Source: an optimization exercise on an open RTL-to-GDS flow (aim: small area, a short achievable clock period and few clock cycles per item). Production flows keep margins and buffers that such runs may drop. Where RTL was checked, it was by simulation tests only, not by an equivalence proof against the original.

==> xenon: inputs <==
==> flow/design.v <==
module mdc_b(
    input ld, clk,
    input [31:0] i_a, i_b,
    output [31:0] res,
    output done);
    reg [31:0] a, b;
    reg [4:0]  k;
    wire bz = (b == 32'd0);
    wire kz = (k == 5'd0);
    wire [31:0] bg  = b & {32{a[0]}};
    wire [31:0] gg = a & ~bg;
    wire [31:0] pp = ~(a ^ bg);
    reg  [31:0] G, P, Gn, Pn;
    integer i, j;
    always @* begin
        G = gg; P = pp;
        for (i = 0; i < 5; i = i + 1) begin
            Gn = G; Pn = P;
            for (j = 0; j < 32; j = j + 1)
                if (j[i]) begin
                    Gn[j] = G[j] | (P[j] & G[((j >> i) << i) - 1]);
                    Pn[j] = P[j] & P[((j >> i) << i) - 1];
                end
            G = Gn; P = Pn;
        end
    end
    wire [32:0] c   = {G | P, 1'b1};
    wire [32:0] d   = {~c[32], pp ^ c[31:0]};
    wire        eq  = P[31];
    wire        neg = d[32];
    wire both_even  = ~a[0] & ~b[0];
    wire [8:0]  x   = (a[8:0] ^ bg[8:0]) | {7'd0, both_even, 1'b0};
    wire [2:0] sh = x[1] ? 3'd0 : x[2] ? 3'd1 : x[3] ? 3'd2 : x[4] ? 3'd3 :
                    x[5] ? 3'd4 : x[6] ? 3'd5 : x[7] ? 3'd6 : 3'd7;
    wire       big = (x[8:1] == 8'd0);
    wire [40:0] yx = {{9{neg}}, d[32:1]} >> sh;
    wire [31:0] ys = yx[31:0];
    wire [31:0] nb = neg ? {~ys[31:1], 1'b1} : ys;
    always @(posedge clk)
        if (ld) begin
            a <= i_a;
            b <= i_b;
            k <= 5'd0;
        end else if (bz) begin
            if (!kz) begin
                a <= {a[30:0], 1'b0};
                k <= k - 5'd1;
            end
        end else if (both_even) begin
            a <= {1'b0, b[31:1]};
            b <= nb;
            k <= k + 5'd1;
        end else if (!b[0] || (neg && big)) begin
            a <= b;
            b <= a;
        end else begin
            if (!neg)
                a <= b;
            b <= nb;
        end
    assign res = a;
    assign done = kz & (bz | (eq & a[0]));
endmodule
==> flow/flow/run.sh <==
#!/bin/bash
# Standard layout, except that the port buffers are the smallest buffer
# (sky130_fd_sc_hd__buf_1) rather than the cell buffer_ports picks by itself.
# Every input and output port still gets its own buffer.
set -o pipefail
export BUFFER_PORTS_ARGS="-inputs -outputs -buffer_cell sky130_fd_sc_hd__buf_1"
bash standard.sh > standard.log 2>&1
==> flow/standard.sh <==
#!/bin/bash
# synth_recipe.tcl (not shown) runs the flow's synth.tcl, then flattens the netlist and writes it again
# the make line also repeats each setting of config.mk as NAME=value (left out here)
make -C /OpenROAD-flow-scripts/flow DESIGN_CONFIG=/design/flow/config.mk WORK_HOME=/design/flow/orfs CLKGATE_MAP_FILE= SYNTH_SCRIPT=/design/flow/synth_recipe.tcl "${@:-finish}"
==> flow/config.mk <==
export PLATFORM = sky130hd
export DESIGN_NAME = mdc_b
export DESIGN_NICKNAME = mdc_b
export VERILOG_FILES = /design/flow/design.v
export SDC_FILE = /design/flow/constraint.sdc
export NUM_CORES = 4
export LEC_CHECK = 0
export ABC_AREA = 1
export CAP_MARGIN = 20
export CORE_MARGIN = 2
export CORE_UTILIZATION = 50
export CTS_BUF_LIST = sky130_fd_sc_hd__clkbuf_4 sky130_fd_sc_hd__clkbuf_8
export SETUP_SLACK_MARGIN = 1.7
export SLEW_MARGIN = 20
==> flow/constraint.sdc <==
create_clock -name core_clock -period 5.5 [get_ports {clk}]
set_input_delay 1.1000 -clock core_clock [delete_from_list [all_inputs] [get_ports {clk}]]
set_output_delay 1.1000 -clock core_clock [all_outputs]
set_load 0.01 [all_outputs]
==> inputs of quartz, as changes to xenon <==
==> flow/design.v, changed modules only <==
module mdc_b(
    input ld, clk,
    input [31:0] i_a, i_b,
    output [31:0] res,
    output done);
    reg [31:0] a, b;
    reg [4:0]  k;
    reg        bo;    
    wire bz = (b == 32'd0);
    wire kz = (k == 5'd0);
    wire [31:0] bg  = b & {32{bo}};
    wire [31:0] gg = a & ~bg;
    wire [31:0] pp = ~(a ^ bg);
    reg  [31:0] G, P;
    integer i, j;
    always @* begin
        G = gg; P = pp;
        for (i = 1; i <= 5; i = i + 1)
            for (j = (1 << i) - 1; j < 32; j = j + (1 << i)) begin
                G[j] = G[j] | (P[j] & G[j - (1 << (i - 1))]);
                P[j] = P[j] & P[j - (1 << (i - 1))];
            end
        for (i = 5; i > 0; i = i - 1)
            for (j = (1 << i) + (1 << (i - 1)) - 1; j < 32; j = j + (1 << i)) begin
                G[j] = G[j] | (P[j] & G[j - (1 << (i - 1))]);
                P[j] = P[j] & P[j - (1 << (i - 1))];
            end
    end
    wire [32:0] c   = {G | P, 1'b1};
    wire [32:0] d   = {~c[32], pp ^ c[31:0]};
    wire        eq  = P[31];
    wire        neg = d[32];
    wire both_even  = ~a[0] & ~b[0];
    wire [8:0]  x   = (a[8:0] ^ bg[8:0]) | {7'd0, both_even, 1'b0};
    wire [2:0] sh = x[1] ? 3'd0 : x[2] ? 3'd1 : x[3] ? 3'd2 : x[4] ? 3'd3 :
                    x[5] ? 3'd4 : x[6] ? 3'd5 : x[7] ? 3'd6 : 3'd7;
    wire       big = (x[8:1] == 8'd0);
    wire [40:0] yx = {{9{neg}}, d[32:1]} >> sh;
    wire [31:0] ys = yx[31:0];
    wire [31:0] nb = neg ? {~ys[31:1], 1'b1} : ys;
    reg [31:0] an, bn;
    reg [4:0]  kn;
    always @* begin
        an = a; bn = b; kn = k;
        if (ld) begin
            an = i_a;
            bn = i_b;
            kn = 5'd0;
        end else if (bz) begin
            bn = 32'd0;   
            if (!kz) begin
                an = {a[30:0], 1'b0};
                kn = k - 5'd1;
            end
        end else if (both_even) begin
            an = {1'b0, b[31:1]};
            bn = nb;
            kn = k + 5'd1;
        end else if (!b[0] || (neg && big)) begin
            an = b;
            bn = a;
        end else begin
            if (!neg)
                an = b;
            bn = nb;
        end
    end
    always @(posedge clk) begin
        a  <= an;
        b  <= bn;
        k  <= kn;
        bo <= an[0] & bn[0];
    end
    assign res = a;
    assign done = kz & (bz | (eq & a[0]));
endmodule
==> comparison <==
Between xenon and quartz, the lower clock skew is in quartz (gap 0.0052 ns). Against xenon, the register-to-register slack of quartz is worse by 0.04 ns. Of xenon and quartz, xenon has the higher via count (gap 7.5%, measured against quartz). Of quartz and xenon, xenon has the higher utilization (gap 2.3 points). Against xenon, the first-iteration DRC count of quartz is lower by about 1.2%. Against xenon, the sequential share of layout area of quartz is lower by 1.7 points. Between xenon and quartz, the lower design area is in quartz (gap about 10%, measured against quartz). Between quartz and xenon, the lower flip-flop and latch count is in xenon (gap 1).
Testbench counts of quartz, summed over its fixed seeds: cycles 72,118, items 3,200.
The RTL of xenon was laid out without a check of its function.

========
==> build 9: inputs <==
mdc_b, a different RTL version from the one above (not shown whole).
==> module mdc_b, before the edit <==
module mdc_b(
    input ld, clk,
    input [31:0] i_a, i_b,
    output [31:0] res,
    output done);
    reg [31:0] a, b;
    reg [4:0]  k;
    reg        bo;    
    wire bz = (b == 32'd0);
    wire kz = (k == 5'd0);
    wire [31:0] bg  = b & {32{bo}};
    wire [31:0] gg = a & ~bg;
    wire [31:0] pp = ~(a ^ bg);
    reg  [31:0] G, P;
    integer i, j;
    always @* begin
        G = gg; P = pp;
        for (i = 1; i <= 5; i = i + 1)
            for (j = (1 << i) - 1; j < 32; j = j + (1 << i)) begin
                G[j] = G[j] | (P[j] & G[j - (1 << (i - 1))]);
                P[j] = P[j] & P[j - (1 << (i - 1))];
            end
        for (i = 5; i > 0; i = i - 1)
            for (j = (1 << i) + (1 << (i - 1)) - 1; j < 32; j = j + (1 << i)) begin
                G[j] = G[j] | (P[j] & G[j - (1 << (i - 1))]);
                P[j] = P[j] & P[j - (1 << (i - 1))];
            end
    end
    wire [32:0] c   = {G | P, 1'b1};
    wire [32:0] d   = {~c[32], pp ^ c[31:0]};
    wire        eq  = P[31];
    wire        neg = d[32];
    wire both_even  = ~a[0] & ~b[0];
    wire [8:0]  x   = (a[8:0] ^ bg[8:0]) | {7'd0, both_even, 1'b0};
    wire [2:0] sh = x[1] ? 3'd0 : x[2] ? 3'd1 : x[3] ? 3'd2 : x[4] ? 3'd3 :
                    x[5] ? 3'd4 : x[6] ? 3'd5 : x[7] ? 3'd6 : 3'd7;
    wire       big = (x[8:1] == 8'd0);
    wire [40:0] yx = {{9{neg}}, d[32:1]} >> sh;
    wire [31:0] ys = yx[31:0];
    wire [31:0] nb = neg ? {~ys[31:1], 1'b1} : ys;
    reg [31:0] an, bn;
    reg [4:0]  kn;
    always @* begin
        an = a; bn = b; kn = k;
        if (ld) begin
            an = i_a;
            bn = i_b;
            kn = 5'd0;
        end else if (bz) begin
            bn = 32'd0;   
            if (!kz) begin
                an = {a[30:0], 1'b0};
                kn = k - 5'd1;
            end
        end else if (both_even) begin
            an = {1'b0, b[31:1]};
            bn = nb;
            kn = k + 5'd1;
        end else if (!b[0] || (neg && big)) begin
            an = b;
            bn = a;
        end else begin
            if (!neg)
                an = b;
            bn = nb;
        end
    end
    wire bon = ld ? (i_a[0] & i_b[0]) : bz ? 1'b0 : both_even ? (a[1] & b[1]) :
               !b[0] ? 1'b0 : (neg && big) ? 1'b1 : !big;
    always @(posedge clk) begin
        a  <= an;
        b  <= bn;
        k  <= kn;
        bo <= bon;
    end
    assign res = a;
    assign done = kz & (bz | (eq & a[0]));
endmodule
clock: 5.5 ns
lec_check: 0
abc_area: 1
cap_margin: 20
core_margin: 2
core_utilization: 55
setup_slack_margin: 2.1
slew_margin: 20
standard.sh (not shown) runs the stock make flow with config.mk's settings and CLKGATE_MAP_FILE= SYNTH_SCRIPT=/design/flow/synth_recipe.tcl, a recipe that flattens the netlist after the stock synthesis.
==> flow/flow/run.sh <==
#!/bin/bash
# The standard layout (standard.sh) with two changes:
#  - the port buffers are sky130_fd_sc_hd__buf_1 (every port still gets one);
#  - clock tree synthesis uses clkbuf_4/clkbuf_8 and inserts no dummy loads.
# The output of the whole run goes to standard.log; ORFS's per-step logs are
# under orfs/logs/.
set -euo pipefail
export BUFFER_PORTS_ARGS="-inputs -outputs -buffer_cell sky130_fd_sc_hd__buf_1"
export CTS_ARGS="-sink_clustering_enable -repair_clock_nets -dont_use_dummy_load -buf_list {sky130_fd_sc_hd__clkbuf_4 sky130_fd_sc_hd__clkbuf_8}"
bash standard.sh > standard.log 2>&1
==> inputs of build 71, as changes to build 9 <==
==> flow/design.v, changed modules only <==
module mdc_b(
    input ld, clk,
    input [31:0] i_a, i_b,
    output [31:0] res,
    output done);
    reg [31:0] a, b;
    reg [4:0]  k;
    wire bz = (b == 32'd0);
    wire kz = (k == 5'd0);
    wire [31:0] bg  = b & {32{a[0]}};
    wire [31:0] gg = a & ~bg;
    wire [31:0] pp = ~(a ^ bg);
    reg  [31:0] G, P;
    integer i, j;
    always @* begin
        G = gg; P = pp;
        for (i = 1; i <= 5; i = i + 1)
            for (j = (1 << i) - 1; j < 32; j = j + (1 << i)) begin
                G[j] = G[j] | (P[j] & G[j - (1 << (i - 1))]);
                P[j] = P[j] & P[j - (1 << (i - 1))];
            end
        for (i = 5; i > 0; i = i - 1)
            for (j = (1 << i) + (1 << (i - 1)) - 1; j < 32; j = j + (1 << i)) begin
                G[j] = G[j] | (P[j] & G[j - (1 << (i - 1))]);
                P[j] = P[j] & P[j - (1 << (i - 1))];
            end
    end
    wire [32:0] c   = {G | P, 1'b1};
    wire [32:0] d   = {~c[32], pp ^ c[31:0]};
    wire        eq  = P[31];
    wire        neg = d[32];
    wire both_even  = ~a[0] & ~b[0];
    wire [8:0]  x   = (a[8:0] ^ bg[8:0]) | {7'd0, both_even, 1'b0};
    wire [2:0] sh = x[1] ? 3'd0 : x[2] ? 3'd1 : x[3] ? 3'd2 : x[4] ? 3'd3 :
                    x[5] ? 3'd4 : x[6] ? 3'd5 : x[7] ? 3'd6 : 3'd7;
    wire       big = (x[8:1] == 8'd0);
    wire [40:0] yx = {{9{neg}}, d[32:1]} >> sh;
    wire [31:0] ys = yx[31:0];
    wire [31:0] nb = neg ? {~ys[31:1], 1'b1} : ys;
    always @(posedge clk)
        if (ld) begin
            a <= i_a;
            b <= i_b;
            k <= 5'd0;
        end else if (bz) begin
            if (!kz) begin
                a <= {a[30:0], 1'b0};
                k <= k - 5'd1;
            end
        end else if (both_even) begin
            a <= {1'b0, b[31:1]};
            b <= nb;
            k <= k + 5'd1;
        end else if (!b[0] || (neg && big)) begin
            a <= b;
            b <= a;
        end else begin
            if (!neg)
                a <= b;
            b <= nb;
        end
    assign res = a;
    assign done = kz & (bz | (eq & a[0]));
endmodule
==> flow/flow/run.sh (replaced) <==
#!/bin/bash
# Standard layout, except that the port buffers are the smallest buffer
# (sky130_fd_sc_hd__buf_1) rather than the cell buffer_ports picks by itself.
# Every input and output port still gets its own buffer.
set -o pipefail
export BUFFER_PORTS_ARGS="-inputs -outputs -buffer_cell sky130_fd_sc_hd__buf_1"
bash standard.sh > standard.log 2>&1
- CORE_UTILIZATION: 55 -> 40
- SETUP_SLACK_MARGIN: 2.1 -> 1.3
==> inputs of build 1, as changes to build 9 <==
==> flow/design.v, changed modules only <==
module mdc_b(
    input ld, clk,
    input [31:0] i_a, i_b,
    output [31:0] res,
    output done);
    reg [31:0] a, b;
    reg [4:0]  k;
    wire bz = (b == 32'd0);
    wire kz = (k == 5'd0);
    wire both_odd = a[0] & b[0];
    wire a_even   = ~a[0];
    wire [32:0] d   = {1'b0, a} - {1'b0, b};
    wire        neg = d[32];
    wire [32:0] y = both_odd ? d : a_even ? {1'b0, a} : {1'b0, b};
    wire [8:0]  x = both_odd ? (a[8:0] ^ b[8:0]) : a_even ? a[8:0] : b[8:0];
    wire [2:0] sh = x[1] ? 3'd0 : x[2] ? 3'd1 : x[3] ? 3'd2 : x[4] ? 3'd3 :
                    x[5] ? 3'd4 : x[6] ? 3'd5 : x[7] ? 3'd6 : 3'd7;
    wire       big = (x[8:1] == 8'd0);
    wire [32:0] y1 = {y[32], y[32:1]};
    wire [40:0] yx = {{8{y1[32]}}, y1} >> sh;
    wire [32:0] ys = yx[32:0];
    wire        fix = both_odd & neg;
    wire [31:0] nb  = fix ? {~ys[31:1], 1'b1} : ys[31:0];
    always @(posedge clk)
        if (ld) begin
            a <= i_a;
            b <= i_b;
            k <= 5'd0;
        end else if (bz) begin
            if (!kz) begin
                a <= {a[30:0], 1'b0};
                k <= k - 5'd1;
            end
        end else if (!a[0] && !b[0]) begin
            a <= {1'b0, a[31:1]};
            b <= {1'b0, b[31:1]};
            k <= k + 5'd1;
        end else if (fix && big) begin
            a <= b;
            b <= a;
        end else begin
            if (a_even || (both_odd && !neg))
                a <= b;
            b <= nb;
        end
    assign res = a;
    assign done = bz & kz;
endmodule
==> flow/run.sh (new file) <==
#!/bin/bash
# synth_recipe.tcl (not shown) runs the flow's synth.tcl, then flattens the netlist and writes it again
# the make line also repeats each setting of config.mk as NAME=value (left out here)
make -C /OpenROAD-flow-scripts/flow DESIGN_CONFIG=/design/flow/config.mk WORK_HOME=/design/flow/orfs CLKGATE_MAP_FILE= SYNTH_SCRIPT=/design/flow/synth_recipe.tcl finish
- ABC_AREA: 1 -> not set
- CORE_UTILIZATION: 55 -> 40
- SETUP_SLACK_MARGIN: 2.1 -> not set
removed: flow/flow/run.sh
removed: flow/standard.sh
==> summary of the runs <==
- Build 1 produced a clean layout. Build 9 completed without violations. Build 71 finished with timing, DRC and antenna clean.
- Cell count: build 9 < build 71 < build 1.
- Die area: build 9 < build 71 < build 1.
- Clock-buffer cell count: build 1 is higher than build 9 (1).
- Between build 9 and build 1, the lower maximum frequency is in build 1 (gap 39%, measured against build 1).
- Between build 9 and build 1, the lower first-iteration DRC count is in build 9 (gap about 24%, measured against build 1).
Testbench counts of build 71, summed over its fixed seeds: cycles 72,118, items 3,200.
Testbench counts of build 1, summed over its fixed seeds: cycles 73,086, items 3,200.
For build 9, only the layout was checked, not whether the RTL still works.

-- port drivers added, routing unchanged --
How much do the figures lean on ideal ports? The routed layouts below were timed once more, with nothing changed but the port constraints. Step 1 (the two cells are an assumption about what drives the block):
set clk [get_ports {clk}]
set_driving_cell -lib_cell sky130_fd_sc_hd__clkbuf_16 $clk
set_driving_cell -lib_cell sky130_fd_sc_hd__buf_2 [delete_from_list [all_inputs] $clk]
Step 2 also shifts input and output timing later by t, the mid clock arrival at the registers, as if the neighbouring blocks saw the same clock. Slacks: ideal / step 1 / step 2; pairs: ideal / step 1.
run | t (ns) | setup slack, ns | worst hold slack (ns) | worst setup path at the end
xenon | 0.404 | 1.824 / 1.786 / 1.920 | 0.487 / 0.487 / 0.487 | input to register
quartz | 0.385 | 1.901 / 1.867 / 1.957 | 0.515 / 0.515 / 0.515 | register to register
build 9 | 0.374 | 2.120 / 2.086 / 2.135 | 0.523 / 0.523 / 0.523 | register to register
build 71 | 0.384 | 1.535 / 1.494 / 1.537 | 0.494 / 0.494 / 0.494 | register to register
build 1 | 0.371 | 0.800 / 0.800 / 0.800 | 0.485 / 0.485 / 0.485 | register to register
After both steps setup and hold are still met in every run listed.
